This is an optimization exercise on Yosys and OpenROAD, whose aim is small area, a short achievable clock period and few clock cycles per item, not a production implementation.
The RTL was checked by simulation tests, not by an equivalence proof against the original design.
Power and IR drop assume default switching activity.

## flow/config.mk

```make
export PLATFORM = sky130hd
export DESIGN_NAME = vmicro16_core
export DESIGN_NICKNAME = vmicro16_core
export VERILOG_FILES = /design/flow/design.v
export SDC_FILE = /design/flow/constraint.sdc
export NUM_CORES = 4
export LEC_CHECK = 0
export CAP_MARGIN = 20
export CORE_MARGIN = 2
export CORE_UTILIZATION = 40
export CTS_BUF_LIST = sky130_fd_sc_hd__clkbuf_8
export CTS_CLUSTER_SIZE = 16
export PLACE_DENSITY = 0.7
export SETUP_SLACK_MARGIN = 5
export SLEW_MARGIN = 20
export TNS_END_PERCENT = 5
```

## flow/constraint.sdc

```tcl
create_clock -name core_clock -period 10.0 [get_ports {clk}]
set_input_delay 2.0000 -clock core_clock [delete_from_list [all_inputs] [get_ports {clk}]]
set_output_delay 2.0000 -clock core_clock [all_outputs]
set_load 0.01 [all_outputs]
```

## flow/design.v

```verilog
module vmicro16_core # (
    parameter DATA_WIDTH = 16,
    parameter CORE_ID    = 0
) (
    input         clk,
    input         reset,
    output [7:0]  dbug,
    output        halt,
    input  [7:0]   ints,
    input  [127:0] ints_data,
    output [7:0]   ints_ack,
    output reg [22:0] w_PADDR,
    output reg        w_PWRITE,
    output reg        w_PSELx,
    output reg        w_PENABLE,
    output reg [15:0] w_PWDATA,
    input      [15:0] w_PRDATA,
    input             w_PREADY,
    output [22:0] w2_PADDR,
    output        w2_PWRITE,
    output        w2_PSELx,
    output        w2_PENABLE,
    output [15:0] w2_PWDATA,
    input  [15:0] w2_PRDATA,
    input         w2_PREADY
);
    reg  [15:0] regs [0:7];
    reg  [3:0]  flags;               
    reg  [15:0] tim0 [0:63];         
    reg  [15:0] intv [0:7];          
    reg  [7:0]  intm;                
    reg         freq;                
    reg  [11:0] faddr;               
    reg  [11:0] rtgt;                
    reg         rpend;
    reg         fdrop;               
    reg  [15:0] ir, sb;              
    reg         iv, sv;
    reg         ir_res, sb_res;      
    reg  [7:0]  ir_rd1h, ir_ra1h;    
    reg  [7:0]  ir_mrd1h, ir_mra1h;  
    reg  [15:0] ex;                  
    reg  [21:0] ec;                  
    reg         ex_res;              
    reg         dres;                
    reg         ev;
    reg  [15:0] opA, opB;            
    wire [15:0] mA, mB;              
    reg  [15:0] lA, lB;              
    reg  [15:0] sD;                  
    reg         pl;                  
    reg  [2:0]  pl_rd;               
    reg         ld_rdy;              
    reg  [15:0] ld_data;
    reg  [15:0] ms, mc;              
    reg  [7:0]  mhs, mhc;
    reg  [5:0]  prevb;               
    reg  [15:0] eaddr;               
    reg         e_sub;               
    reg  [15:0] opX;                 
    reg  [1:0]  e_rlo;               
    reg  [15:0] e_rhi1h;             
    assign w2_PADDR   = {11'd0, faddr};
    assign w2_PSELx   = freq;
    assign w2_PENABLE = freq;
    assign w2_PWRITE  = 1'b0;
    assign w2_PWDATA  = 16'd0;
    assign ints_ack   = 8'd0;
    function cond_ok(input [3:0] f, input [7:0] c);
        reg n, z, v;
        begin
            n = f[3]; z = f[2]; v = f[0];
            case (c)
                8'd0:    cond_ok = 1'b1;
                8'd1:    cond_ok = z;
                8'd2:    cond_ok = ~z;
                8'd3:    cond_ok = ~z & (n == v);
                8'd4:    cond_ok = (z == n);
                8'd5:    cond_ok = (z != n);
                8'd6:    cond_ok = z | (n != v);
                default: cond_ok = 1'b0;
            endcase
        end
    endfunction
    function [21:0] decode(input [15:0] in);
        reg [4:0] o, f;
        reg lw, sw, bt, mv, mvi, aru, ars, br, cmp, setc, mult, lwex, swex;
        begin
            o = in[15:11]; f = in[4:0];
            lw   = (o == 5'b00001);
            sw   = (o == 5'b00010);
            bt   = (o == 5'b00011);
            mv   = (o == 5'b00100);
            mvi  = (o == 5'b00101);
            aru  = (o == 5'b00110);
            ars  = (o == 5'b00111);
            br   = (o == 5'b01000);
            cmp  = (o == 5'b01001);
            setc = (o == 5'b01010);
            mult = (o == 5'b01011);
            lwex = (o == 5'b01101);
            swex = (o == 5'b01110);
            decode = {
                (aru | ars) & ~f[4],                             
                (aru | ars) & ((f == 5'b11111) | (f == 5'b10000) | ~f[4]),  
                (aru & (f == 5'b10000)) | (ars & ((f == 5'b10000) | ~f[4])),  
                ~(mvi | br),                                     
                lw | lwex | swex | mv | mvi | aru | ars | setc | bt | mult,  
                lw | lwex | swex,                                
                sw | swex,                                       
                lw | sw | lwex | swex,                           
                (o == 5'b00000) & in[0],                         
                swex, lwex, mult, setc, cmp, br, ars, aru, mvi, mv, bt, sw, lw};
        end
    endfunction
    wire [4:0] op   = ex[15:11];
    wire [2:0] rd   = ex[10:8];
    wire [4:0] s5   = ex[4:0];
    wire [7:0] imm8 = ex[7:0];
    wire op_lw    = ec[0];
    wire op_sw    = ec[1];
    wire op_bit   = ec[2];
    wire op_mov   = ec[3];
    wire op_movi  = ec[4];
    wire op_aru   = ec[5];
    wire op_ars   = ec[6];
    wire op_br    = ec[7];
    wire op_cmp   = ec[8];
    wire op_setc  = ec[9];
    wire op_mult  = ec[10];
    wire op_lwex  = ec[11];
    wire op_swex  = ec[12];
    wire is_halt  = ec[13];
    wire is_mem   = ec[14];
    wire is_st    = ec[15];
    wire is_ld    = ec[16];              
    wire has_we   = ec[17];
    wire uses_ra  = ec[18];
    wire ar_sub   = ec[19];
    wire ar_res   = ec[20];              
    wire ar_imm   = ec[21];              
    wire [15:0] A = opA;
    wire [15:0] B = opB;
    wire [15:0] ar_sum;
    vmicro16_add16 ar_add (.a(A), .b(opX ^ {16{e_sub}}), .ci(e_sub),
                           .s(ar_sum), .co());
    wire [15:0] cmp_d;
    wire        cmp_co;
    vmicro16_add16 cmp_sub (.a(A), .b(~B), .ci(1'b1), .s(cmp_d), .co(cmp_co));
    wire [3:0]  cmp_f   = {cmp_d[15], (A == B), 1'b0, ~cmp_co ^ cmp_d[15]};
    reg  [15:0] bit_res;
    always @(*)
        case (s5)
            5'd0:    bit_res = lA | lB;
            5'd1:    bit_res = lA ^ lB;
            5'd2:    bit_res = lA & lB;
            5'd3:    bit_res = ~lB;
            5'd4:    bit_res = lA << lB;
            5'd5:    bit_res = lA >> lB;
            default: bit_res = 16'd0;
        endcase
    wire [15:0] pp0 = mB[0] ? mA << 0 : 16'd0;
    wire [15:0] pp1 = mB[1] ? mA << 1 : 16'd0;
    wire [15:0] pp2 = mB[2] ? mA << 2 : 16'd0;
    wire [15:0] pp3 = mB[3] ? mA << 3 : 16'd0;
    wire [15:0] pp4 = mB[4] ? mA << 4 : 16'd0;
    wire [15:0] pp5 = mB[5] ? mA << 5 : 16'd0;
    wire [15:0] pp6 = mB[6] ? mA << 6 : 16'd0;
    wire [15:0] pp7 = mB[7] ? mA << 7 : 16'd0;
    wire [7:0]  pp8 = mB[8] ? mA[7:0] << 0 : 8'd0;
    wire [7:0]  pp9 = mB[9] ? mA[7:0] << 1 : 8'd0;
    wire [7:0]  pp10 = mB[10] ? mA[7:0] << 2 : 8'd0;
    wire [7:0]  pp11 = mB[11] ? mA[7:0] << 3 : 8'd0;
    wire [7:0]  pp12 = mB[12] ? mA[7:0] << 4 : 8'd0;
    wire [7:0]  pp13 = mB[13] ? mA[7:0] << 5 : 8'd0;
    wire [7:0]  pp14 = mB[14] ? mA[7:0] << 6 : 8'd0;
    wire [7:0]  pp15 = mB[15] ? mA[7:0] << 7 : 8'd0;
    wire [15:0] cl0s = pp0 ^ pp1 ^ pp2;
    wire [15:0] cl0c = ((pp0 & pp1) | (pp0 & pp2) | (pp1 & pp2)) << 1;
    wire [15:0] cl1s = pp3 ^ pp4 ^ pp5;
    wire [15:0] cl1c = ((pp3 & pp4) | (pp3 & pp5) | (pp4 & pp5)) << 1;
    wire [15:0] cl2s = cl0s ^ cl0c ^ cl1s;
    wire [15:0] cl2c = ((cl0s & cl0c) | (cl0s & cl1s) | (cl0c & cl1s)) << 1;
    wire [15:0] cl3s = cl1c ^ pp6 ^ pp7;
    wire [15:0] cl3c = ((cl1c & pp6) | (cl1c & pp7) | (pp6 & pp7)) << 1;
    wire [15:0] cl4s = cl2s ^ cl2c ^ cl3s;
    wire [15:0] cl4c = ((cl2s & cl2c) | (cl2s & cl3s) | (cl2c & cl3s)) << 1;
    wire [15:0] cl5s = cl4s ^ cl4c ^ cl3c;
    wire [15:0] cl5c = ((cl4s & cl4c) | (cl4s & cl3c) | (cl4c & cl3c)) << 1;
    wire [7:0] ch0s = pp8 ^ pp9 ^ pp10;
    wire [7:0] ch0c = ((pp8 & pp9) | (pp8 & pp10) | (pp9 & pp10)) << 1;
    wire [7:0] ch1s = pp11 ^ pp12 ^ pp13;
    wire [7:0] ch1c = ((pp11 & pp12) | (pp11 & pp13) | (pp12 & pp13)) << 1;
    wire [7:0] ch2s = ch0s ^ ch0c ^ ch1s;
    wire [7:0] ch2c = ((ch0s & ch0c) | (ch0s & ch1s) | (ch0c & ch1s)) << 1;
    wire [7:0] ch3s = ch1c ^ pp14 ^ pp15;
    wire [7:0] ch3c = ((ch1c & pp14) | (ch1c & pp15) | (pp14 & pp15)) << 1;
    wire [7:0] ch4s = ch2s ^ ch2c ^ ch3s;
    wire [7:0] ch4c = ((ch2s & ch2c) | (ch2s & ch3s) | (ch2c & ch3s)) << 1;
    wire [7:0] ch5s = ch4s ^ ch4c ^ ch3c;
    wire [7:0] ch5c = ((ch4s & ch4c) | (ch4s & ch3c) | (ch4c & ch3c)) << 1;
    wire [15:0] m2a = {mhs, 8'd0};
    wire [15:0] m2b = {mhc, 8'd0};
    wire [15:0] m3s = ms ^ mc ^ m2a;
    wire [15:0] m3c = ((ms & mc) | (ms & m2a) | (mc & m2a)) << 1;
    wire [15:0] m4s = m3s ^ m3c ^ m2b;
    wire [15:0] m4c = ((m3s & m3c) | (m3s & m2b) | (m3c & m2b)) << 1;
    wire [15:0] mul_res;
    vmicro16_add16 mul_add (.a(m4s), .b(m4c), .ci(1'b0), .s(mul_res), .co());
    reg  [15:0] alu_res;
    always @(*) begin
        alu_res = 16'd0;
        if (op_bit)                    alu_res = bit_res;
        if (op_mov)                    alu_res = B;
        if (op_movi)                   alu_res = {8'd0, imm8};
        if (ar_res)                    alu_res = ar_sum;
        if (op_setc)                   alu_res = {15'd0, cond_ok(flags, B[7:0])};
        if (op_mult)                   alu_res = mul_res;
    end
    wire [15:0] addr    = eaddr;
    wire        tim0_en = ~addr[12] & ~addr[9] & ~addr[7];
    wire        sreg_en = addr[7] & ~addr[5] & ~addr[4];
    wire        intv_en = addr[8] & ~addr[3];
    wire        intm_en = addr[8] & addr[3];
    wire        apb_en  = ~(tim0_en | sreg_en | intv_en | intm_en);
    reg  [15:0] sr_val;
    always @(*)
        case (addr[2:0])
            3'd0:    sr_val = CORE_ID;
            3'd1:    sr_val = 16'd32;
            3'd2:    sr_val = 16'd4096;
            3'd3:    sr_val = 16'd9;
            default: sr_val = 16'd0;
        endcase
    reg  [15:0] tim0_rd;
    integer w;
    always @(*) begin
        tim0_rd = 16'd0;
        for (w = 0; w < 16; w = w + 1)
            tim0_rd = tim0_rd | (tim0[4 * w + e_rlo] & {16{e_rhi1h[w]}});
    end
    wire [15:0] loc_rd = tim0_en ? tim0_rd :
                         sreg_en ? sr_val :
                         intv_en ? intv[addr[2:0]] :
                                   {8'd0, intm};
    wire busy     = w_PSELx;
    wire bus_done = w_PSELx & w_PENABLE & w_PREADY;
    wire pl_done  = ld_rdy;              
    wire hz       = pl & ((rd == pl_rd) |
                          ((ex[7:5] == pl_rd) & uses_ra));
    wire stall     = is_halt | hz |
                     (is_mem & apb_en & busy) | (pl_done & has_we);
    wire e_go      = ev & ~stall;
    wire issue_bus = e_go & is_mem & apb_en;
    wire redirect  = e_go & op_br & ~ex_res & cond_ok(flags, imm8);
    assign halt = ev & is_halt & ~busy;
    assign dbug = {7'd0, halt};
    wire [15:0] e_wdata = is_ld ? loc_rd : alu_res;
    wire        wp_en   = (e_go & has_we) | pl_done;
    wire [2:0]  wp_idx  = pl_done ? pl_rd : rd;
    wire [15:0] wp_data = pl_done ? ld_data : e_wdata;
    wire        loc_we  = e_go & is_st;
    reg reset_q;
    always @(posedge clk)
        reset_q <= reset;
    integer i;
    always @(posedge clk)
        if (reset_q) begin
            for (i = 0; i < 8; i = i + 1)
                regs[i] <= 16'd0;
            flags <= 4'd0;
            prevb <= 6'd0;
        end else begin
            if (wp_en)
                regs[wp_idx] <= wp_data;
            if (e_go & op_cmp)
                flags <= cmp_f;
            if (e_go)
                prevb <= e_prevb;
        end
    always @(posedge clk) begin
        if (loc_we & tim0_en)
            tim0[addr[5:0]] <= sD;
        if (loc_we & intv_en)
            intv[addr[2:0]] <= sD;
        if (loc_we & intm_en)
            intm <= sD[7:0];
    end
    always @(posedge clk)
        if (reset) begin
            w_PSELx   <= 1'b0;
            w_PENABLE <= 1'b0;
            pl        <= 1'b0;
            ld_rdy    <= 1'b0;
        end else begin
            if (issue_bus) begin
                w_PSELx   <= 1'b1;
                w_PENABLE <= 1'b0;
            end else if (bus_done) begin
                w_PSELx   <= 1'b0;
                w_PENABLE <= 1'b0;
            end else if (w_PSELx)
                w_PENABLE <= 1'b1;
            if (issue_bus & is_ld)
                pl <= 1'b1;
            else if (ld_rdy)
                pl <= 1'b0;
            ld_rdy <= pl & bus_done;
        end
    always @(posedge clk)
        if (bus_done)
            ld_data <= w_PRDATA;
    always @(posedge clk)
        if (issue_bus & is_ld)
            pl_rd <= rd;
    always @(posedge clk)
        if (issue_bus) begin
            w_PADDR  <= {op_lwex, op_swex, 5'd0, addr};
            w_PWRITE <= is_st;
            w_PWDATA <= sD;
        end
    wire [2:0]  d_rd = ir[10:8];
    wire [2:0]  d_ra = ir[7:5];
    reg  [15:0] rf_A, rf_B;
    integer r;
    always @(*) begin
        rf_A = 16'd0;
        rf_B = 16'd0;
        for (r = 0; r < 8; r = r + 1) begin
            rf_A = rf_A | (regs[r] & {16{ir_rd1h[r]}});
            rf_B = rf_B | (regs[r] & {16{ir_ra1h[r]}});
        end
    end
    wire [15:0] d_A  = (wp_en && wp_idx == d_rd) ? wp_data : rf_A;
    wire [15:0] d_B  = (wp_en && wp_idx == d_ra) ? wp_data : rf_B;
    wire        e_free = ~ev | e_go;
    wire [5:0]  e_prevb  = (op_movi | op_br) ? imm8[5:0] :
                           ar_imm ? opX[5:0] : B[5:0];
    wire [21:0] d_dec    = decode(ir);
    wire        e_wr_ra  = ev & has_we & (rd == d_ra);
    wire        d_ld_ra  = pl & (pl_rd == d_ra);
    wire        d_mstall = (d_dec[14] | d_dec[21]) &
                           ((e_wr_ra & ~op_movi) | (d_ld_ra & ~ld_rdy));
    wire [15:0] d_base   = e_wr_ra ? {8'd0, imm8} :
                           d_ld_ra ? ld_data : rf_B;
    wire [15:0] d_addr, d_basei;
    vmicro16_add16 addr_add (.a(d_base), .b({{11{ir[4]}}, ir[4:0]}), .ci(1'b0),
                             .s(d_addr), .co());
    vmicro16_add16 imm_add (.a(d_base), .b({12'd0, ir[3:0]}), .ci(1'b0),
                            .s(d_basei), .co());
    wire [5:0]  d_prevb  = ev ? e_prevb : prevb;
    wire [5:0]  d_rda6   = d_dec[12] ? d_prevb + {ir[4], ir[4:0]} : d_addr[5:0];
    wire        d_mult = (ir[15:11] == 5'b01011);
    wire        d_mulstall = d_mult &
                    ((ev & has_we & ((rd == d_rd) | (rd == d_ra))) |
                     (pl & ((pl_rd == d_rd) | (pl_rd == d_ra))));
    reg  [15:0] rm_A, rm_B;
    always @(*) begin
        rm_A = 16'd0;
        rm_B = 16'd0;
        for (r = 0; r < 8; r = r + 1) begin
            rm_A = rm_A | (regs[r] & {16{ir_mrd1h[r]}});
            rm_B = rm_B | (regs[r] & {16{ir_mra1h[r]}});
        end
    end
    assign mA = rm_A;
    assign mB = rm_B;
    wire        d_go   = iv & e_free & ~redirect & ~d_mstall & ~d_mulstall;
    always @(posedge clk)
        if (d_go & d_mult) begin
            ms  <= cl5s;
            mc  <= cl5c;
            mhs <= ch5s;
            mhc <= ch5c;
        end
    wire        d_br     = iv & (ir[15:11] == 5'b01000);
    wire        e_wr_rd  = ev & has_we & (rd == d_rd);
    wire        d_tgt_ok = ~(ev & op_cmp) & ~(pl & (pl_rd == d_rd)) &
                           (~e_wr_rd | op_movi);
    wire [11:0] d_tgt    = e_wr_rd ? {4'd0, imm8} : rf_A[11:0];
    wire        d_done   = dres | ir_res;
    wire        d_res    = d_br & d_tgt_ok & ~d_done & ~redirect;
    wire        d_redir  = d_res & cond_ok(flags, ir[7:0]);
    always @(posedge clk)
        if (reset)
            ev <= 1'b0;
        else if (e_free)
            ev <= d_go;
    always @(posedge clk) begin
        if (d_go)
            ex <= ir;
        if (d_go)
            ec <= d_dec;
        if (d_go) begin
            e_sub  <= d_dec[19];
            opX    <= d_dec[21] ? d_basei : d_B;
            eaddr  <= d_addr;
            e_rlo   <= d_rda6[1:0];
            e_rhi1h <= 16'd1 << d_rda6[5:2];
        end
        if (d_go)
            ex_res <= d_done | d_res;
        if (d_go)
            opA <= d_A;
        else if (pl_done & (rd == pl_rd))
            opA <= ld_data;
        if (d_go & d_dec[2]) begin
            lA <= d_A;
            lB <= d_B;
        end else if (pl_done & op_bit) begin
            if (rd == pl_rd)
                lA <= ld_data;
            if (ex[7:5] == pl_rd)
                lB <= ld_data;
        end
        if (d_go & d_dec[15])
            sD <= d_A;
        else if (pl_done & is_st & (rd == pl_rd))
            sD <= ld_data;
        if (d_go)
            opB <= d_B;
        else if (pl_done & (ex[7:5] == pl_rd))
            opB <= ld_data;
        if (~d_go & pl_done & (ex[7:5] == pl_rd))
            opX <= ld_data;
    end
    wire        fin     = freq & w2_PREADY;
    wire        fgood   = fin & ~fdrop & ~redirect & ~d_redir;
    wire        ir_free = ~iv | d_go;
    wire        e_cmp   = ev & op_cmp;
    wire        f_res   = fgood & (w2_PRDATA[15:11] == 5'b01000) &
                          iv & ~sv & (ir[15:11] == 5'b00101) &
                          (ir[10:8] == w2_PRDATA[10:8]) & (~e_cmp | e_go);
    wire        f_redir = f_res & cond_ok(e_cmp ? cmp_f : flags, w2_PRDATA[7:0]);
    reg         iv_n, sv_n;
    always @(*) begin
        if (redirect) begin
            iv_n = 1'b0; sv_n = 1'b0;
        end else if (d_redir) begin
            iv_n = ~d_go; sv_n = 1'b0;
        end else if (ir_free) begin
            iv_n = sv | fgood;
            sv_n = sv & fgood;
        end else begin
            iv_n = iv;
            sv_n = sv | fgood;
        end
    end
    wire        still  = freq & ~w2_PREADY;
    wire        issue  = ~still & ~(iv_n & sv_n);
    wire        redir  = redirect | d_redir;
    wire [11:0] tgt    = redirect ? A[11:0] : d_tgt;
    wire [11:0] seq    = (faddr == 12'hfff) ? faddr : faddr + 12'd1;
    wire [11:0] npc_e  = redir ? tgt : f_redir ? {4'd0, ir[7:0]} :
                         rpend ? rtgt : seq;
    always @(posedge clk)
        if (reset) begin
            iv    <= 1'b0;
            sv    <= 1'b0;
            freq  <= 1'b1;
            faddr <= 12'd0;
            rpend <= 1'b0;
            fdrop <= 1'b0;
            dres  <= 1'b0;
        end else begin
            iv <= iv_n;
            sv <= sv_n;
            freq <= still | issue;
            if (issue)
                faddr <= npc_e;
            if (redir)
                rtgt <= tgt;
            else if (f_redir)
                rtgt <= {4'd0, ir[7:0]};
            rpend <= ~issue & (redir | f_redir | rpend);
            dres <= ~redirect & ~ir_free & (dres | d_res);
            if (redir & still)
                fdrop <= 1'b1;
            else if (fin)
                fdrop <= 1'b0;
        end
    always @(posedge clk) begin
        if (ir_free) begin
            if (sv) begin
                ir     <= sb;
                ir_res <= sb_res;
                ir_rd1h <= 8'd1 << sb[10:8];
                ir_ra1h <= 8'd1 << sb[7:5];
                ir_mrd1h <= (sb[15:11] == 5'b01011) ? 8'd1 << sb[10:8] : 8'd0;
                ir_mra1h <= (sb[15:11] == 5'b01011) ? 8'd1 << sb[7:5] : 8'd0;
            end else begin
                ir     <= w2_PRDATA;
                ir_res <= f_res;
                ir_rd1h <= 8'd1 << w2_PRDATA[10:8];
                ir_ra1h <= 8'd1 << w2_PRDATA[7:5];
                ir_mrd1h <= (w2_PRDATA[15:11] == 5'b01011) ?
                            8'd1 << w2_PRDATA[10:8] : 8'd0;
                ir_mra1h <= (w2_PRDATA[15:11] == 5'b01011) ?
                            8'd1 << w2_PRDATA[7:5] : 8'd0;
            end
        end
        if (fin & (ir_free ? sv : ~sv)) begin
            sb     <= w2_PRDATA;
            sb_res <= f_res;
        end
    end
endmodule
module vmicro16_add16 (
    input  [15:0] a,
    input  [15:0] b,
    input         ci,
    output [15:0] s,
    output        co
);
    wire [15:0] p = a ^ b;
    wire [15:0] g0 = (a & b) | {15'd0, p[0] & ci};
    wire [15:0] g1, p1, g2, p2, g3, p3, g4;
    wire [15:0] p0 = {p[15:1], 1'b0};
    assign g1 = g0 | (p0 & {g0[14:0], 1'b0});
    assign p1 = p0 & {p0[14:0], 1'b0};
    assign g2 = g1 | (p1 & {g1[13:0], 2'b0});
    assign p2 = p1 & {p1[13:0], 2'b0};
    assign g3 = g2 | (p2 & {g2[11:0], 4'b0});
    assign p3 = p2 & {p2[11:0], 4'b0};
    assign g4 = g3 | (p3 & {g3[7:0], 8'b0});
    assign s  = p ^ {g4[14:0], ci};
    assign co = g4[15];
endmodule
```

## flow/flow/run.sh

```bash
#!/bin/bash
# The standard layout, with the timing repair aiming further below the clock
# period than config.mk's settings allow.
set -euo pipefail
bash standard.sh SETUP_SLACK_MARGIN=7 finish > standard.log 2>&1
```

## flow/standard.sh

```bash
#!/bin/bash
# synth_recipe.tcl (not shown) runs the flow's synth.tcl, then flattens the netlist and writes it again
# the make line also repeats each setting of config.mk as NAME=value (left out here)
make -C /OpenROAD-flow-scripts/flow DESIGN_CONFIG=/design/flow/config.mk WORK_HOME=/design/flow/orfs CLKGATE_MAP_FILE= SYNTH_SCRIPT=/design/flow/synth_recipe.tcl "${@:-finish}"
```

==> results.py, run 1 <==
metrics = {
    "die": {
        "die_w_microns": 443,
        "ioPinCount": 273,
        "die_h_microns": 443,
        "core_region_area_sq_um": 192000,
        "initial_utilization": 0.402,
        "dieArea_sq_um": 196000,
        "num_rows": 161,
    },
    "critical_path": {
        "worstPathCellList": "buf_4, buf_16, mux4_2, a222oi_1, nand3_1, nor3_4, nor3_2, a221oi_4, a21oi_2, mux2_2",
        "worstPathMaxFanout": 12,
        "required_ns": 10.67,
        "critPathKind": "flip-flop to flip-flop",
        "slowest_stage": "a222oi_1",
        "cp.arrival_ns": 4.90,
        "r2r_slack_ns": 5.77,
        "critPathMaxStageDelay_ns": 1.04,
        "r2r_cells": 10,
        "cp-end-kind": "flip-flop",
        "startpoint_type": "flip-flop",
    },
    "min_path": {
        "hold_path.class": "flip-flop to flip-flop",
        "worstHoldPathCells": 0,
    },
    "timing": {
        "fin_hold_ws_ns": 0.428,
        "finalSetupTns_ns": 0,
        "rsz0062_at_grt": "yes",
        "skew_ns": 0.157,
        "finalWorstSetupSlack_ns": 5.77,
        "hold_violations": 0,
        "drv_slew": 0,
        "setup_violations": 0,
        "maxSlewHeadroom": 0.195,
        "fin_crit_ns": 4.23,
        "period_share": 0.423,
        "worstMarginPinSlew_ns": 1.21,
        "max_freq_ghz": 0.236,
    },
    "clock_network": {
        "clockRootBuffer": "clkbuf_8",
        "cts_tree": "yes",
        "cts.sinks": 1656,
        "hold_buffers": 0,
        "cts_made_buffers": 289,
        "h-tree-depth": 5,
        "clk_latency_ns": 1.07,
        "clkTransAtPathRegs_ns": 0.06,
        "clock_path_buffers": 4,
    },
    "cells_and_area": {
        "nNetsFinal": 6110,
        "fillers": 15822,
        "fin_cells": 8450,
        "area_growth_pct": 20.3,
        "drive_above_1_share": 0.291,
    },
    "power_and_ir_drop": {
        "power.share.clock": 0.374,
        "finalPower_mw": 15.2,
        "swShare": 0.259,
        "seq_power_share": 0.509,
        "p_per_area_nw_per_um2": 164,
        "vdd_ir_drop_max_uv": 150,
        "intPower_mw": 11.3,
        "power_frac_comb": 0.117,
        "power.leakage_nw": 31.7,
        "p_switching_mw": 3.94,
    },
    "placement": {
        "io_buffers": 88,
        "place_congestion": 0.977,
        "placed_cells": 7575,
        "place_ws_ns": 4.24,
        "post-dp-hpwl_mm": 153,
    },
    "drt": {
        "first_pass_iters": 9,
        "drc_errors": 0,
        "antenna_left": 0,
        "drt_iter0_drc": 9082,
        "viasPerCell": 6.28,
        "wl_per_cell_microns": 30.6,
        "wl_mm": 259,
        "vias": 53089,
    },
    "logic_synthesis": {
        "syn_area_sq_um": 77100,
        "yosys.area_share.adder": 0.0422,
        "ys_seq_area_frac": 0.640,
        "synth_edf_count": 1618,
        "ys_ff_latch": 1656,
        "synth_compound_area_frac": 0.0872,
        "synth_top_family_by_area": "multiplexers",
        "muxShareOfSynthArea": 0.111,
        "netlist_instances": 5131,
        "ys_warn_count": 1,
        "yosys.area_share.simple": 0.0729,
        "avgSynthCellArea_sq_um": 15.0,
        "synth.distinct_cells": 102,
        "async_flop_share": 0,
        "synth_xor_area_frac": 0.0153,
        "yosys_most_used_dff": "edfxtp_1",
    },
    "global_route": {
        "grt_max_degree": 75,
        "grt_first_pass_wirelength_mm": 357,
        "grt_pass1_vias": 50383,
        "met2_usage": 0.387,
        "antenna_found_initial": 10,
        "grt-ovfl-total": 0,
        "use_met1": 0.322,
        "top_usage_layer": "met2",
        "grtUsageMet3": 0.0774,
        "grtUsageTotal": 0.252,
    },
    "run": {
        "cap_violations": 0,
    },
    "run_status": {
        "status": "finished clean",
    },
}
-- power by group through the flow --
stage | combinational, mW | clock (mW) | sequential (mW)
after floorplan | 0.887 | 0 | 7.81
after global placement | 1.34 | 0 | 7.88
after detailed placement | 1.35 | 0 | 7.88
after CTS | 1.58 | 5.72 | 7.73
after global routing | 1.83 | 6.02 | 7.73
final | 1.78 | 5.68 | 7.74
-- repair_timing --
item	4_1_cts	5_1_grt
setup endpoints to repair	1984	1959
resized for setup	396	343
setup buffers	199	150
cloned	28	14
pin swaps	98	149
-- routing by layer --
metal	share of wire	vias to the layer above	wire [microns]
met5	0.00014	-	37
met4	0.065	6	16900
met3	0.14	958	34900
met2	0.45	4134	116000
met1	0.35	26650	90800
li1	-	21341	-
-- cells in the mapped netlist (67+ instances only) --
master / instances / area, sq um
mux2i_1: 67 / 671
fa_1: 87 / 1740
edfxtp_1: 1618 / 48600
a22oi_1: 374 / 2810
inv_1: 172 / 646
mux2_2: 75 / 845
o21ai_0: 124 / 621
xnor2_1: 77 / 674
a21oi_1: 134 / 671
clkbuf_1: 253 / 950
nand2_1: 248 / 931
ha_1: 119 / 1490
nor2_1: 479 / 1800
mux4_2: 313 / 7050
nand4_1: 74 / 463
-- cell usage in the layout (no fill, tap or decap), types with 54 or more instances in the layout --
master / instances
edfxtp_1: 1618
nor2_1: 438
buf_4: 411
mux4_2: 313
a22oi_1: 297
clkbuf_8: 295
inv_1: 232
nand2_1: 228
ha_1: 109
a21oi_1: 106
o21ai_0: 87
a22oi_2: 77
xnor2_1: 75
nand4_1: 74
fa_1: 72
clkdlybuf4s50_1: 72
mux2i_1: 65
buf_6: 60
clkinv_1: 57
xor2_1: 54
-- critical path, delay by kind of cell (launching register included) --
family	cells	cell delay (ns)
AOI/OAI and AO/OA	3	1.48
and+or+nand+nor	3	0.90
muxes	2	0.66
buffers and inverters	2	0.48
DFF	1	0.41
-- layout make-up --
cell class | instances | area (sq um) | area share
diodes | 6 | 15.0 | 0.000162
clock buffers | 295 | 4060 | 0.0438
clock inverters | 182 | 970 | 0.0105
inverters | 173 | 674 | 0.00727
multi-input cells | 2968 | 27900 | 0.301
flip-flops and latches | 1656 | 49400 | 0.532
well taps | 2526 | 3160 | 0.0341
repair buffers | 643 | 6540 | 0.0705
repair inverters | 1 | 8.76 | 0.0000945
-- state kept, by name, indices dropped and copies added, names as in the netlist, 11 cells and up, named ones only --
register  count
tim0       1024
intv        128
regs        128
ec           18
w_PADDR      18
e_rhi1h      16
eaddr        16
ir           16
lA           16
lB           16
ld_data      16
ms           16
opA          16
opB          16
opX          16
sD           16
sb           16
w_PWDATA     16
faddr        12
rtgt         12
ex           11
mc           11
-- metrics by stage --
step | instance area, sq um | util
2_1_floorplan | 77600 | -
3_3_place_gp | 81000 | 0.422
3_5_place_dp | 81100 | 0.422
4_1_cts | 90000 | 0.469
5_1_grt | 92700 | 0.483
6_report | 92700 | 0.483
-- final timing paths --
| check | from | endpoint |
|---|---|---|
| worst max-delay path | e_rlo[1]$_DFFE_PN_ | lB[0]$_DFFE_PP_ |
| worst min-delay path | eaddr[11]$_DFFE_PN_ | w_PADDR[11]$_DFFE_PP_ |
| worst max register to register | e_rlo[1]$_DFFE_PN_ | lB[0]$_DFFE_PP_ |
| worst min register to register | eaddr[11]$_DFFE_PN_ | w_PADDR[11]$_DFFE_PP_ |
-- logic make-up after synthesis --
family / Yosys count
flops: 1656
simple gates: 1159
compound gates: 955
buf+inv: 562
mux: 455
fa+ha+maj: 208
xor+xnor: 135
other cells: 1
Testbench counts, summed over its fixed seeds: cycles 5,964, items 5,575.
==> run 2: changes to the inputs <==
--- a/flow/config.mk
+++ b/flow/config.mk
@@ -8,9 +8,6 @@
 export CAP_MARGIN = 20
 export CORE_MARGIN = 2
 export CORE_UTILIZATION = 40
-export CTS_BUF_LIST = sky130_fd_sc_hd__clkbuf_8
-export CTS_CLUSTER_SIZE = 16
-export PLACE_DENSITY = 0.7
 export SETUP_SLACK_MARGIN = 5
 export SLEW_MARGIN = 20
 export TNS_END_PERCENT = 5
==> run 2 against run 1 <==
Synthesized area stayed put; highest routed layer unchanged; combinational power is 4% higher; clock power is 14% higher; flip-flop and latch count stayed put; synthesized cell count stayed put; critical endpoint is now opX[6]$_DFFE_PP_; fmax is 0.84% higher; critical path depth is 2 higher; design area is 1.2% higher; clock skew is 0.079 ns lower; largest power group unchanged.
==> results.py, run 2 <==
metrics = {
    "timing": {
        "period_share": 0.420,
        "drv_slew": 0,
        "rsz0062_at_grt": "yes",
        "hold_violations": 0,
        "finalSetupTns_ns": 0,
        "max_freq_ghz": 0.238,
        "worstMarginPinSlew_ns": 1.33,
        "skew_ns": 0.0774,
        "fin_crit_ns": 4.20,
        "setup_violations": 0,
        "maxSlewHeadroom": 0.109,
    },
    "power_and_ir_drop": {
        "vdd_ir_drop_max_uv": 151,
        "power.leakage_nw": 31.9,
        "p_per_area_nw_per_um2": 171,
    },
    "critical_path": {
        "cp.arrival_ns": 4.89,
        "startpoint_type": "flip-flop",
        "critPathMaxStageDelay_ns": 0.67,
        "worstPathCellList": "buf_4, buf_12, nand2_1, nand4b_1, a221oi_1, a31oi_1, a311oi_1, o221ai_4, nand2_1, o21ai_2, mux2_2, a21oi_1",
        "critPathKind": "flip-flop to flip-flop",
        "slowest_stage": "a221oi_1",
        "r2r_slack_ns": 5.80,
        "worstPathMaxFanout": 11,
        "worst_path_most_repeated_cell": "nand2_1",
        "cp-end-kind": "flip-flop",
        "required_ns": 10.69,
    },
    "drt": {
        "wl_mm": 267,
        "vias": 52199,
        "first_pass_iters": 7,
        "drt_iter0_drc": 8948,
        "viasPerCell": 6.28,
        "drc_errors": 0,
        "wl_per_cell_microns": 32.1,
        "antenna_left": 0,
    },
    "clock_network": {
        "clockRootBuffer": "clkbuf_16",
        "clk_latency_ns": 0.88,
        "cts.sinks": 1656,
        "h-tree-depth": 4,
        "hold_buffers": 0,
        "clkTransAtPathRegs_ns": 0.07,
        "cts_made_buffers": 173,
        "clock_path_buffers": 3,
        "cts_tree": "yes",
    },
    "logic_synthesis": {
        "muxShareOfSynthArea": 0.111,
        "ys_seq_area_frac": 0.640,
        "synth_compound_area_frac": 0.0872,
        "synth_xor_area_frac": 0.0153,
        "synth_commonest_cells": "1618 x edfxtp_1, 479 x nor2_1, 374 x a22oi_1",
        "synth.distinct_cells": 102,
        "synth_top_family_by_area": "multiplexers",
        "ys_ff_latch": 1656,
        "yosys.area_share.simple": 0.0729,
        "netlist_instances": 5131,
        "yosys.area.top_type_share": 0.630,
        "syn_area_sq_um": 77100,
        "ys_warn_count": 1,
        "synth_edf_count": 1618,
        "async_flop_share": 0,
        "yosys.area.top_type": "edfxtp_1",
        "synth_area_leaders": "edfxtp_1 63%, mux4_2 9.1%, a22oi_1 3.6%",
        "synth_most_common_cell": "edfxtp_1",
        "avgSynthCellArea_sq_um": 15.0,
        "yosys.area_share.adder": 0.0422,
        "yosys_most_used_dff": "edfxtp_1",
    },
    "die": {
        "dieArea_sq_um": 196000,
        "die_h_microns": 443,
        "die_w_microns": 443,
        "initial_utilization": 0.402,
        "core_region_area_sq_um": 192000,
        "num_rows": 161,
        "ioPinCount": 273,
    },
    "placement": {
        "io_buffers": 88,
        "place_congestion": 0.961,
        "post-dp-hpwl_mm": 159,
        "placed_cells": 7562,
    },
    "cells_and_area": {
        "area_growth_pct": 21.7,
        "fin_cells": 8311,
        "final_util": 0.489,
        "largest_reg_flops": 1024,
        "nNetsFinal": 6010,
        "drive_above_1_share": 0.284,
        "layout_commonest_cell": "edfxtp_1",
        "layout_common_cells": "1618 x edfxtp_1, 442 x nor2_1, 410 x buf_4",
    },
    "global_route": {
        "grt_first_pass_wirelength_mm": 369,
        "grt_max_degree": 75,
        "grt_pass1_vias": 49464,
        "grt-ovfl-total": 0,
        "grtUsageTotal": 0.263,
        "antenna_found_initial": 12,
    },
    "run_status": {
        "status": "finished clean",
    },
    "min_path": {
        "hold_path.class": "flip-flop to flip-flop",
    },
    "run": {
        "cap_violations": 0,
    },
}
run 2: worst max-delay path: cells and delay by family (launching register included):
family	cells	cell delay, ns
DFF	1	0.58
and+or+nand+nor	3	0.85
muxes	1	0.31
buffers and inverters	2	0.39
AOI/OAI and AO/OA	6	1.92
run 2: per-stage QoR:
stage / setup slack [ns] / hold slack (ns) / power [mW] / cell area, sq um
4_1_cts: 5.87 / 0.420 / 15.9 / 91400
2_1_floorplan: 5.70 / 0.400 / 8.70 / 77600
3_5_place_dp: 4.32 / 0.417 / 9.26 / 81000
3_3_place_gp: 4.31 / 0.410 / 9.25 / 81000
6_report: 5.80 / 0.423 / 16.0 / 93900
5_1_grt: 5.77 / 0.436 / 16.4 / 93900
run 2: repair_timing:
action                     4_1_cts  5_1_grt
pin swaps                      105      160
gates resized for setup        377      307
gates cloned                    37       10
hold endpoints to repair         0        0
setup endpoints to repair     1988     1943
setup buffers                  236      135
run 2: cell type report:
class	instances	area (sq um)
Sequential cell	1656	49400
Inverter	173	673
Fill cell	16048	98100
Clock inverter	120	1240
Timing Repair inverter	2	13.8
Timing Repair Buffer	656	6960
Multi-Input combinational cell	2970	28000
Antenna cell	2	5.00
Tap cell	2526	3160
Clock buffer	206	4460
run 2: worst paths after layout:
check	start	end	cells past startpoint
max	ex[1]$_DFFE_PN_	opX[6]$_DFFE_PP_	12
min	ec[12]$_DFFE_PN_	w_PADDR[21]$_DFFE_PP_	0
max reg2reg	ex[1]$_DFFE_PN_	opX[6]$_DFFE_PP_	12
min reg2reg	ec[12]$_DFFE_PN_	w_PADDR[21]$_DFFE_PP_	0
run 2: power by group:
part           switching (mW)  internal, mW  total [mW]  leakage, nW
logic                    1.11         0.744        1.86         14.0
clock network            2.88          3.58        6.46         2.76
registers              0.0986          7.62        7.72         15.2
run 2: cell families after synthesis:
group           after synthesis
buf+inv                     562
mux                         455
flops                      1656
other cells                   1
compound gates              955
xor+xnor                    135
simple gates               1159
fa+ha+maj                   208
run 2: metal layers:
| metal | GRT usage | part of all wire | vias up |
|---|---|---|---|
| li1 | - | - | 21150 |
| met1 | 0.357 | 0.38 | 26628 |
| met2 | 0.400 | 0.45 | 3617 |
| met3 | 0.0663 | 0.11 | 800 |
| met4 | 0.119 | 0.055 | 4 |
| met5 | 0.000977 | 0.00011 | - |
==> run 3: changes to the inputs <==
--- a/flow/design.v
+++ b/flow/design.v
@@ -241,8 +241,8 @@
     end
     wire [15:0] loc_rd = tim0_en ? tim0_rd :
                          sreg_en ? sr_val :
-                         intv_en ? intv[addr[2:0]] :
-                                   {8'd0, intm};
+                         intv_en ? (op_swex ? sD : intv[addr[2:0]]) :
+                                   {8'd0, op_swex ? sD[7:0] : intm};
     wire busy     = w_PSELx;
     wire bus_done = w_PSELx & w_PENABLE & w_PREADY;
     wire pl_done  = ld_rdy;              
==> flow/flow/run.sh (replaced) <==
#!/bin/bash
# The standard layout, with the timing repair aiming further below the clock
# period than config.mk's settings allow, and port buffers of a plain buffer
# cell instead of the slow delay buffer that buffer_ports picks by default.
set -euo pipefail
bash standard.sh SETUP_SLACK_MARGIN=7 \
    "BUFFER_PORTS_ARGS=-buffer_cell sky130_fd_sc_hd__buf_4" finish > standard.log 2>&1
--- a/flow/config.mk
+++ b/flow/config.mk
@@ -8,6 +8,7 @@
 export CAP_MARGIN = 20
 export CORE_MARGIN = 2
 export CORE_UTILIZATION = 40
+export PLACE_DENSITY = 0.7
 export SETUP_SLACK_MARGIN = 5
 export SLEW_MARGIN = 20
 export TNS_END_PERCENT = 5
==> run 3 against run 2 <==
Synthesized cell count grew 1.3%; flip-flop and latch count is the same; via count grew 0.44%; largest cell class unchanged.
==> results.py, run 3 <==
metrics = {
    "run_status": {
        "status": "finished clean",
    },
    "logic_synthesis": {
        "synth_most_common_cell": "edfxtp_1",
        "syn_area_sq_um": 77700,
        "synth_xor_area_frac": 0.0152,
        "yosys.area.top_type_share": 0.625,
        "yosys.area.top_type": "edfxtp_1",
        "synth_top_family_by_area": "multiplexers",
        "muxShareOfSynthArea": 0.110,
        "ys_seq_area_frac": 0.635,
        "ys_warn_count": 1,
        "ys_ff_latch": 1656,
        "synth_edf_count": 1618,
        "yosys.area_share.simple": 0.0740,
        "synth_compound_area_frac": 0.0907,
        "async_flop_share": 0,
        "synth.distinct_cells": 118,
        "synth_commonest_cells": "1618 x edfxtp_1, 510 x nor2_1, 387 x a22oi_1",
        "netlist_instances": 5200,
        "synth_area_leaders": "edfxtp_1 63%, mux4_2 9.0%, a22oi_1 3.7%",
        "avgSynthCellArea_sq_um": 14.9,
        "yosys.area_share.adder": 0.0416,
        "yosys_most_used_dff": "edfxtp_1",
    },
    "global_route": {
        "top_usage_layer": "met2",
        "grt_max_degree": 76,
        "grt_pass1_vias": 49684,
        "grtUsageTotal": 0.249,
        "grt_first_pass_wirelength_mm": 356,
        "met2_usage": 0.383,
        "grtUsageMet3": 0.0747,
        "use_met1": 0.319,
        "antenna_found_initial": 8,
        "grt-ovfl-total": 0,
    },
    "die": {
        "ioPinCount": 273,
        "num_rows": 161,
        "die_w_microns": 445,
        "dieArea_sq_um": 198000,
        "initial_utilization": 0.403,
        "die_h_microns": 445,
        "core_region_area_sq_um": 193000,
    },
    "critical_path": {
        "critical_path.top_delay_family": "adder cells",
        "worstPathCellList": "buf_4, clkbuf_16, a22oi_1, and4_4, buf_4, nor2_1, fa_1, inv_1, fa_1, inv_1, fa_1, fa_1",
        "crit_cells": 12,
        "critPathMaxStageDelay_ns": 0.54,
        "r2r_slack_ns": 5.96,
        "reg2reg_from": "ir_mrd1h[2]$_DFFE_PN_",
        "slowest_stage": "fa_1",
        "startpoint_type": "flip-flop",
        "required_ns": 10.52,
        "worst_path_most_repeated_cell": "fa_1",
        "cp-end-kind": "flip-flop",
        "critPathKind": "flip-flop to flip-flop",
        "r2r_end": "ms[7]$_DFFE_PP_",
        "cp.buffers_inverters": 5,
        "r2r_cells": 12,
        "worstPathMaxFanout": 9,
        "cp.arrival_ns": 4.56,
    },
    "clock_network": {
        "h-tree-depth": 4,
        "cts_made_buffers": 159,
        "clk_latency_ns": 0.82,
        "hold_buffers": 0,
        "clockRootBuffer": "clkbuf_16",
        "cts.sinks": 1656,
        "clock_path_buffers": 3,
        "cts_tree": "yes",
        "clkTransAtPathRegs_ns": 0.06,
    },
    "timing": {
        "fin_crit_ns": 4.04,
        "period_share": 0.404,
        "finalSetupTns_ns": 0,
        "rsz0062_at_grt": "yes",
        "hold_violations": 0,
        "worstMarginPinSlew_ns": 1.19,
        "drv_slew": 0,
        "fin_hold_ws_ns": 0.424,
        "skew_ns": 0.0468,
        "maxSlewHeadroom": 0.207,
        "setup_violations": 0,
        "max_freq_ghz": 0.248,
    },
    "cells_and_area": {
        "nNetsFinal": 6048,
        "area_growth_pct": 19.9,
        "final_util": 0.483,
        "drive_above_1_share": 0.289,
        "design_area_sq_um": 93200,
        "layout_common_cells": "1618 x edfxtp_1, 508 x buf_4, 495 x nor2_1",
        "largest_reg_flops": 1024,
        "layout_commonest_cell": "edfxtp_1",
    },
    "placement": {
        "placed_cell_area_sq_um": 81200,
        "place_congestion": 0.985,
        "io_buffers": 88,
        "post-dp-hpwl_mm": 152,
    },
    "drt": {
        "vias": 52427,
        "wl_mm": 257,
        "drt_iter0_drc": 8319,
        "drc_errors": 0,
        "wl_per_cell_microns": 30.8,
        "first_pass_iters": 10,
        "antenna_left": 0,
        "viasPerCell": 6.29,
    },
    "run": {
        "cap_violations": 0,
    },
    "power_and_ir_drop": {
        "vdd_ir_drop_max_uv": 244,
        "p_per_area_nw_per_um2": 196,
        "power.leakage_nw": 31.9,
    },
    "min_path": {
        "hold_path.class": "flip-flop to flip-flop",
        "hold_end": "w_PADDR[13]$_DFFE_PP_",
        "worstHoldPathCells": 0,
        "hp-start": "eaddr[13]$_DFFE_PN_",
    },
}
## run 3: through the flow
step | total power [mW] | worst slack [ns] | std cells
2_1_floorplan | 10.1 | 6.02 | 5247
3_3_place_gp | 11.2 | 4.66 | 7633
3_5_place_dp | 11.2 | 4.63 | 7633
4_1_cts | 18.0 | 6.01 | 8181
5_1_grt | 18.7 | 5.82 | 8332
6_report | 18.3 | 5.96 | 8338
## run 3: kinds of logic after synthesis
group	Yosys count
DFF	1656
and+or+nand+nor	1204
AOI/OAI and AO/OA	986
buffers and inverters	564
muxes	448
adders and majority gates	206
xor gates and xnor gates	135
other	1
## run 3: repair_timing
action	4_1_cts	5_1_grt
buffers inserted	227	134
gates cloned	25	15
setup endpoints to repair	1971	1872
resized for setup	393	192
pin swaps	140	123
## run 3: area by class of cell
class / instances / area [sq um]
repair buffers: 638 / 6250
flip-flops and latches: 1656 / 49400
repair inverters: 1 / 8.76
clock buffers: 194 / 4190
diodes: 7 / 17.5
clock inverters: 102 / 1270
inverters: 178 / 696
fillers: 15734 / 99600
multi-input cells: 3036 / 28200
well taps: 2526 / 3160
## run 3: report_power, final
group / switching (mW) / leakage, nW / total [mW] / internal (mW)
clock: 2.73 / 2.64 / 6.33 / 3.60
sequential: 0.191 / 15.2 / 7.96 / 7.77
combinational: 2.36 / 14.0 / 3.98 / 1.62
## run 3: metal layers
layer | part of all wire | up-vias
li1 | - | 21238
met1 | 0.35 | 26075
met2 | 0.45 | 4144
met3 | 0.13 | 958
met4 | 0.066 | 12
met5 | 0.00045 | -
## run 3: worst max path at each step
stage,start,to,slack (ns)
final,ir_mrd1h[2]$_DFFE_PN_,ms[7]$_DFFE_PP_,5.96
after global routing,ir_mrd1h[0]$_DFFE_PN_,mhs[7]$_DFFE_PP_,5.82
after CTS,ir_mrd1h[1]$_DFFE_PN_,ms[15]$_DFFE_PP_,6.01
after detailed placement,e_rlo[0]$_DFFE_PN_,sD[15]$_DFFE_PP_,4.63
after global placement,e_rlo[1]$_DFFE_PN_,lA[3]$_DFFE_PP_,4.66
after floorplan,ex[10]$_DFFE_PN_,eaddr[14]$_DFFE_PN_,6.02
Testbench counts of run 3, summed over its fixed seeds: cycles 5,964, items 5,575.
==> run 4: changes to the inputs <==
--- a/flow/config.mk
+++ b/flow/config.mk
@@ -11,4 +11,4 @@
 export PLACE_DENSITY = 0.7
 export SETUP_SLACK_MARGIN = 5
 export SLEW_MARGIN = 20
-export TNS_END_PERCENT = 5
+export TNS_END_PERCENT = 10
==> run 4 against run 3 <==
Critical path depth up 3; largest cell class unchanged; synthesized cell count unchanged; critical endpoint is now lA[2]$_DFFE_PP_; count of clock-buffer cells in the layout down 1; fmax down 1.8%; still clean on timing, DRC and antenna.
==> results.py, run 4 <==
metrics = {
    "run_status": {
        "status": "finished clean",
    },
    "logic_synthesis": {
        "ys_seq_area_frac": 0.635,
        "ys_warn_count": 1,
        "netlist_instances": 5200,
        "synth_commonest_cells": "1618 x edfxtp_1, 510 x nor2_1, 387 x a22oi_1",
        "synth_area_leaders": "edfxtp_1 63%, mux4_2 9.0%, a22oi_1 3.7%",
        "synth_edf_count": 1618,
        "syn_area_sq_um": 77700,
        "ys_ff_latch": 1656,
        "synth.distinct_cells": 118,
        "yosys_most_used_dff": "edfxtp_1",
        "yosys.area.top_type_share": 0.625,
        "async_flop_share": 0,
        "avgSynthCellArea_sq_um": 14.9,
        "yosys.area.top_type": "edfxtp_1",
        "synth_most_common_cell": "edfxtp_1",
    },
    "timing": {
        "finalSetupTns_ns": 0,
        "drv_slew": 0,
        "skew_ns": 0.0651,
        "hold_violations": 0,
        "finalWorstSetupSlack_ns": 5.89,
        "maxSlewHeadroom": 0.175,
        "rsz0062_at_grt": "yes",
        "worstMarginPinSlew_ns": 1.24,
        "period_share": 0.411,
        "setup_violations": 0,
        "fin_crit_ns": 4.11,
        "max_freq_ghz": 0.243,
    },
    "min_path": {
        "worstHoldPathCells": 0,
        "hold_path.class": "flip-flop to flip-flop",
        "hold_end": "w_PADDR[22]$_DFFE_PP_",
        "hp-start": "ec[11]$_DFFE_PN_",
    },
    "drt": {
        "vias": 53030,
        "wl_mm": 262,
        "viasPerCell": 6.34,
        "antenna_left": 0,
        "wl_per_cell_microns": 31.4,
        "first_pass_iters": 14,
        "drc_errors": 0,
        "drt_iter0_drc": 8718,
    },
    "cells_and_area": {
        "area_growth_pct": 21.6,
        "design_area_sq_um": 94500,
        "multi_input_area_sq_um": 28900,
        "largest_reg_flops": 1024,
        "layout_commonest_cell": "edfxtp_1",
        "fin_cells": 8362,
        "nNetsFinal": 6086,
        "fillers": 15631,
        "layout_common_cells": "1618 x edfxtp_1, 481 x buf_4, 439 x nor2_1",
        "drive_above_1_share": 0.312,
        "seq_area_sq_um": 49400,
    },
    "power_and_ir_drop": {
        "power.leakage_nw": 32.3,
        "vdd_ir_drop_max_uv": 195,
        "p_per_area_nw_per_um2": 193,
    },
    "global_route": {
        "grt_pass1_vias": 50233,
        "met2_usage": 0.395,
        "grt-ovfl-total": 0,
        "grt_max_degree": 76,
        "grtUsageMet3": 0.0720,
        "grtUsageTotal": 0.256,
        "use_met1": 0.329,
        "grt_first_pass_wirelength_mm": 366,
        "antenna_found_initial": 11,
        "top_usage_layer": "met2",
    },
    "critical_path": {
        "r2r_cells": 15,
        "cp-end-kind": "flip-flop",
        "startpoint_type": "flip-flop",
        "worstPathMaxFanout": 5,
        "r2r_end": "lA[2]$_DFFE_PP_",
        "cp.arrival_ns": 4.62,
        "required_ns": 10.51,
        "critPathKind": "flip-flop to flip-flop",
        "reg2reg_from": "e_rlo[0]$_DFFE_PN_",
        "r2r_slack_ns": 5.89,
    },
    "placement": {
        "io_buffers": 88,
        "place_congestion": 1.01,
        "placed_cells": 7630,
        "placed_cell_area_sq_um": 81300,
        "post-dp-hpwl_mm": 154,
        "place_ws_ns": 4.64,
    },
    "die": {
        "core_region_area_sq_um": 193000,
        "dieArea_sq_um": 198000,
        "ioPinCount": 273,
        "num_rows": 161,
        "initial_utilization": 0.403,
        "die_h_microns": 445,
        "die_w_microns": 445,
    },
    "clock_network": {
        "cts_tree": "yes",
        "cts.sinks": 1656,
        "hold_buffers": 0,
        "h-tree-depth": 4,
        "cts_made_buffers": 160,
        "clock_path_buffers": 3,
        "clk_latency_ns": 0.82,
        "clkTransAtPathRegs_ns": 0.06,
        "clockRootBuffer": "clkbuf_16",
    },
    "run": {
        "cap_violations": 0,
    },
}
run 4: per-stage QoR:
step / total power, mW / util / hold slack (ns)
2_1_floorplan: 10.1 / - / 0.400
3_3_place_gp: 11.2 / 0.421 / 0.410
6_report: 18.3 / 0.490 / 0.418
4_1_cts: 17.8 / 0.476 / 0.420
3_5_place_dp: 11.2 / 0.422 / 0.405
5_1_grt: 18.7 / 0.490 / 0.428
run 4: worst max-delay path by stage:
stage                     startpoint                   to  slack, ns
2_1_floorplan       ex[10]$_DFFE_PN_  eaddr[14]$_DFFE_PN_       6.02
3_3_place_gp      e_rlo[0]$_DFFE_PN_      lA[6]$_DFFE_PP_       4.59
3_5_place_dp      e_rlo[0]$_DFFE_PN_      lA[6]$_DFFE_PP_       4.64
4_1_cts        ir_mrd1h[2]$_DFFE_PN_     ms[15]$_DFFE_PP_       5.99
5_1_grt        ir_mra1h[0]$_DFFE_PN_     mhs[7]$_DFFE_PP_       5.80
6_report          e_rlo[0]$_DFFE_PN_      lA[2]$_DFFE_PP_       5.89
run 4: timing repair:
action / in CTS / in global routing
cloned: 35 / 5
setup buffers: 250 / 151
pin swaps: 211 / 186
setup endpoints to repair: 1984 / 1762
resized for setup: 507 / 328
run 4: logic make-up after synthesis:
family,synth area share
adders and majority gates,0.0416
other,0.0000483
DFF,0.635
muxes,0.110
AOI/OAI and AO/OA,0.0907
buffers and inverters,0.0336
and+or+nand+nor,0.0740
xor gates and xnor gates,0.0152
run 4: critical path: stages (launching register included):
cell and delay (ns):
edfxtp_1 0.46, buf_12 0.17, buf_12 0.13, buf_12 0.12, buf_12 0.13, buf_12 0.12, buf_16 0.12, buf_4 0.16
mux4_2 0.44, a22oi_2 0.23, nand4_1 0.43, o21ai_1 0.30, o2111ai_2 0.29, o221ai_4 0.22, a21oi_4 0.14, mux2_2 0.31
run 4: routing by layer:
metal	share of wire	vias up	wire (microns)
met1	0.35	26563	92500
met2	0.45	4223	118000
met3	0.13	951	34200
li1	-	21281	-
met5	0.00036	-	94
met4	0.067	12	17600
run 4: where the power goes:
group | leakage (nW) | internal (mW) | switching, mW
Sequential | 15.2 | 7.77 | 0.184
Combinational | 14.5 | 1.75 | 2.48
Clock | 2.54 | 3.40 | 2.69
run 4: area by class of cell:
| cell class | instances | area share |
|---|---|---|
| flip-flops and latches | 1656 | 0.522 |
| multi-input cells | 3031 | 0.305 |
| repair buffers | 680 | 0.0757 |
| clock buffers | 193 | 0.0441 |
| well taps | 2526 | 0.0334 |
| clock inverters | 96 | 0.0115 |
| inverters | 178 | 0.00741 |
| repair inverters | 1 | 0.0000927 |
| diodes | 1 | 0.0000265 |
==> run 5: changes to the inputs <==
==> flow/flow/run.sh (replaced) <==
#!/bin/bash
# The standard layout, with the timing repair aiming further below the clock
# period than config.mk's settings allow, and port buffers of a plain buffer
# cell instead of the slow delay buffer that buffer_ports picks by default.
set -euo pipefail
bash standard.sh SETUP_SLACK_MARGIN=7.5 \
    "BUFFER_PORTS_ARGS=-buffer_cell sky130_fd_sc_hd__buf_4" finish > standard.log 2>&1
--- a/flow/config.mk
+++ b/flow/config.mk
@@ -11,4 +11,4 @@
 export PLACE_DENSITY = 0.7
 export SETUP_SLACK_MARGIN = 5
 export SLEW_MARGIN = 20
-export TNS_END_PERCENT = 10
+export TNS_END_PERCENT = 5
==> run 5 against run 4 <==
Critical path depth increased by 1; final cell count shrank 1.0%; non-clock buffer count shrank 90; register-to-register slack is essentially flat; first-iteration DRC count grew 5.9%; clock skew is 0.0023 ns higher; wire length decreased by 0.31%; worst hold slack improved by 0.0036 ns; via count decreased by 0.45%; largest cell class unchanged; critical path type unchanged; total power is 1.8% lower.
==> results.py, run 5 <==
metrics = {
    "die": {
        "die_w_microns": 445,
        "ioPinCount": 273,
        "die_h_microns": 445,
        "initial_utilization": 0.403,
        "dieArea_sq_um": 198000,
        "num_rows": 161,
        "core_region_area_sq_um": 193000,
    },
    "power_and_ir_drop": {
        "power.leakage_nw": 31.5,
        "vdd_ir_drop_max_uv": 211,
        "p_per_area_nw_per_um2": 194,
    },
    "clock_network": {
        "cts_made_buffers": 158,
        "hold_buffers": 0,
        "clock_path_buffers": 3,
        "cts.sinks": 1656,
        "clk_latency_ns": 0.84,
        "clockRootBuffer": "clkbuf_16",
        "h-tree-depth": 4,
        "clkTransAtPathRegs_ns": 0.07,
        "cts_tree": "yes",
    },
    "timing": {
        "finalSetupTns_ns": 0,
        "rsz0062_at_grt": "yes",
        "hold_violations": 0,
        "skew_ns": 0.0675,
        "max_freq_ghz": 0.244,
        "period_share": 0.410,
        "maxSlewHeadroom": 0.237,
        "setup_violations": 0,
        "fin_crit_ns": 4.10,
        "worstMarginPinSlew_ns": 1.14,
        "drv_slew": 0,
    },
    "drt": {
        "vias": 52790,
        "drt_iter0_drc": 9235,
        "antenna_left": 0,
        "drc_errors": 0,
        "met1_length_mm": 92.2,
        "wl_mm": 262,
        "viasPerCell": 6.38,
        "first_pass_iters": 10,
        "met3_length_mm": 33.5,
        "wl_per_cell_microns": 31.6,
        "dr_wl_met2_mm": 119,
        "top_layer": "met5",
    },
    "critical_path": {
        "endpoint": "ms[15]$_DFFE_PP_",
        "startpoint_type": "flip-flop",
        "worstPathMaxFanout": 5,
        "critPathKind": "flip-flop to flip-flop",
        "r2r_cells": 16,
        "required_ns": 10.50,
        "r2r_end": "ms[15]$_DFFE_PP_",
        "r2r_slack_ns": 5.90,
        "cp-end-kind": "flip-flop",
        "critPathLaunch": "ir_mrd1h[5]$_DFFE_PN_",
        "cp.arrival_ns": 4.60,
        "reg2reg_from": "ir_mrd1h[5]$_DFFE_PN_",
    },
    "cells_and_area": {
        "layout_common_cells": "1618 x edfxtp_1, 484 x nor2_1, 437 x buf_4",
        "nNetsFinal": 5996,
        "drive_above_1_share": 0.277,
        "seq_area_sq_um": 49300,
        "largest_reg_flops": 1024,
        "final_util": 0.480,
        "area_growth_pct": 19.0,
        "multi_input_area_sq_um": 28100,
        "layout_commonest_cell": "edfxtp_1",
        "fin_cells": 8275,
        "fillers": 15779,
    },
    "logic_synthesis": {
        "async_flop_share": 0,
        "ys_warn_count": 1,
        "yosys.area_share.simple": 0.0740,
        "yosys.area.top_type_share": 0.625,
        "syn_area_sq_um": 77700,
        "yosys_most_used_dff": "edfxtp_1",
        "yosys.area.top_type": "edfxtp_1",
        "synth_compound_area_frac": 0.0907,
        "synth.distinct_cells": 118,
        "synth_top_family_by_area": "multiplexers",
        "synth_area_leaders": "edfxtp_1 63%, mux4_2 9.0%, a22oi_1 3.7%",
        "yosys.area_share.adder": 0.0416,
        "ys_seq_area_frac": 0.635,
        "netlist_instances": 5200,
        "synth_commonest_cells": "1618 x edfxtp_1, 510 x nor2_1, 387 x a22oi_1",
        "synth_xor_area_frac": 0.0152,
        "ys_ff_latch": 1656,
        "synth_most_common_cell": "edfxtp_1",
        "muxShareOfSynthArea": 0.110,
        "avgSynthCellArea_sq_um": 14.9,
        "synth_edf_count": 1618,
    },
    "placement": {
        "post-dp-hpwl_mm": 155,
        "placed_cells": 7639,
        "place_congestion": 0.980,
        "io_buffers": 88,
    },
    "global_route": {
        "antenna_found_initial": 8,
        "grt_first_pass_wirelength_mm": 366,
        "grt-ovfl-total": 0,
        "grtUsageTotal": 0.256,
        "grt_pass1_vias": 49970,
        "grt_max_degree": 76,
    },
    "run_status": {
        "status": "finished clean",
    },
    "min_path": {
        "hold_path.class": "flip-flop to flip-flop",
    },
    "run": {
        "cap_violations": 0,
    },
}
## run 5: cell count changes in the layout (fill, tap and decap cells not counted), sizes merged
cell / delta
buf: -90
clkbuf: +7
bufbuf: -4
bufinv: -3
inv: +3
clkinvlp: -2
diode: +2
nand2: +2
o31a: -2
and4: +1
clkinv: -1
## run 5: cell type report
type                            count  area share
Timing Repair inverter              2    0.000189
Inverter                          178     0.00748
Clock buffer                      196      0.0446
Multi-Input combinational cell   3032       0.304
Tap cell                         2526      0.0342
Clock inverter                     92      0.0108
Antenna cell                        3   0.0000812
Sequential cell                  1656       0.533
Timing Repair Buffer              590      0.0656
## run 5: stage by stage
stage | setup WS (ns) | hold WS [ns] | area, sq um | power [mW]
2_1_floorplan | 6.02 | 0.400 | 78500 | 10.1
3_3_place_gp | 4.62 | 0.406 | 81300 | 11.2
3_5_place_dp | 4.64 | 0.407 | 81300 | 11.2
4_1_cts | 5.93 | 0.421 | 90600 | 17.7
5_1_grt | 5.80 | 0.429 | 92500 | 18.4
6_report | 5.90 | 0.422 | 92500 | 17.9
## run 5: critical path, cell delays in order, from the launching register on
cell and delay [ns]:
edfxtp_1 0.50, buf_6 0.21, buf_6 0.13, a22oi_2 0.13, and4_4 0.29, nor2_4 0.04
fa_1 0.54, inv_1 0.05, fa_1 0.50, inv_2 0.04, fa_2 0.37, xor2_2 0.16
xnor2_1 0.14, xnor2_1 0.19, xnor2_1 0.15, xnor2_1 0.18, xnor2_1 0.15
## run 5: timing repair
| item | CTS | global route |
|---|---|---|
| gates resized for setup | 414 | 157 |
| endpoints found under the setup margin | 2001 | 1993 |
| cloned | 32 | 10 |
| endpoints found under the hold margin | 0 | 0 |
| pin swaps | 137 | 99 |
| setup buffers | 191 | 111 |
## run 5: kinds of logic after synthesis
group           after synthesis
compound gates              986
xor+xnor                    135
fa+ha+maj                   206
buf+inv                     564
flops                      1656
mux                         448
other cells                   1
simple gates               1204
## run 5: worst min path at each step
| stage | from | slack, ns | depth (start not counted) | end |
|---|---|---|---|---|
| floorplan | eaddr[10]$_DFFE_PN_ | 0.40 | 0 | w_PADDR[10]$_DFFE_PP_ |
| global placement | ec[11]$_DFFE_PN_ | 0.41 | 0 | w_PADDR[22]$_DFFE_PP_ |
| detailed placement | ec[11]$_DFFE_PN_ | 0.41 | 0 | w_PADDR[22]$_DFFE_PP_ |
| CTS | ec[11]$_DFFE_PN_ | 0.42 | 0 | w_PADDR[22]$_DFFE_PP_ |
| global route | eaddr[6]$_DFFE_PN_ | 0.43 | 0 | w_PADDR[6]$_DFFE_PP_ |
| finish | ec[11]$_DFFE_PN_ | 0.42 | 0 | w_PADDR[22]$_DFFE_PP_ |
## run 5: per-layer routing
metal	up-vias	global-route usage
met4	4	0.130
met2	4163	0.396
met3	946	0.0733
met1	26567	0.329
li1	21110	-
met5	-	0
## run 5: power breakdown
part | switching, mW | internal (mW) | total (mW)
logic | 2.39 | 1.58 | 3.97
clock network | 2.72 | 3.28 | 6.01
registers | 0.188 | 7.77 | 7.96

[re-timing with driven ports]
The flow's constraints put no driver on any port. The routed layouts listed below were extracted and timed again, unchanged, in two steps. Step 1 sets driving cells, clkbuf_16 on the clock port and buf_2 on the other inputs (assumed; they add their load-dependent delay and slew). Step 2 adds t to the input delays and takes it off the output delays; t is the mean of the earliest and latest rising clock arrival at the registers after step 1. Input paths then give back, and output paths get back, about the clock's delay inside the block. a / b / c = no drivers / after step 1 / after step 2; a / b = the first two.
run | shift t [ns] | setup WS [ns] | worst setup path after step 2
run 1 | 1.074 | 5.770 / 5.770 / 5.250 | input to register
run 2 | 0.940 | 5.805 / 5.805 / 5.267 | input to register
run 3 | 0.891 | 5.965 / 5.940 / 5.528 | input to register
run 4 | 0.879 | 5.892 / 5.892 / 5.567 | input to register
run 5 | 0.897 | 5.905 / 5.905 / 5.471 | input to register
After both steps every run listed still meets setup and hold. For run 2, which loses most, drivers alone change the setup slack by 0.000 ns; drivers and shift together by -0.538 ns.
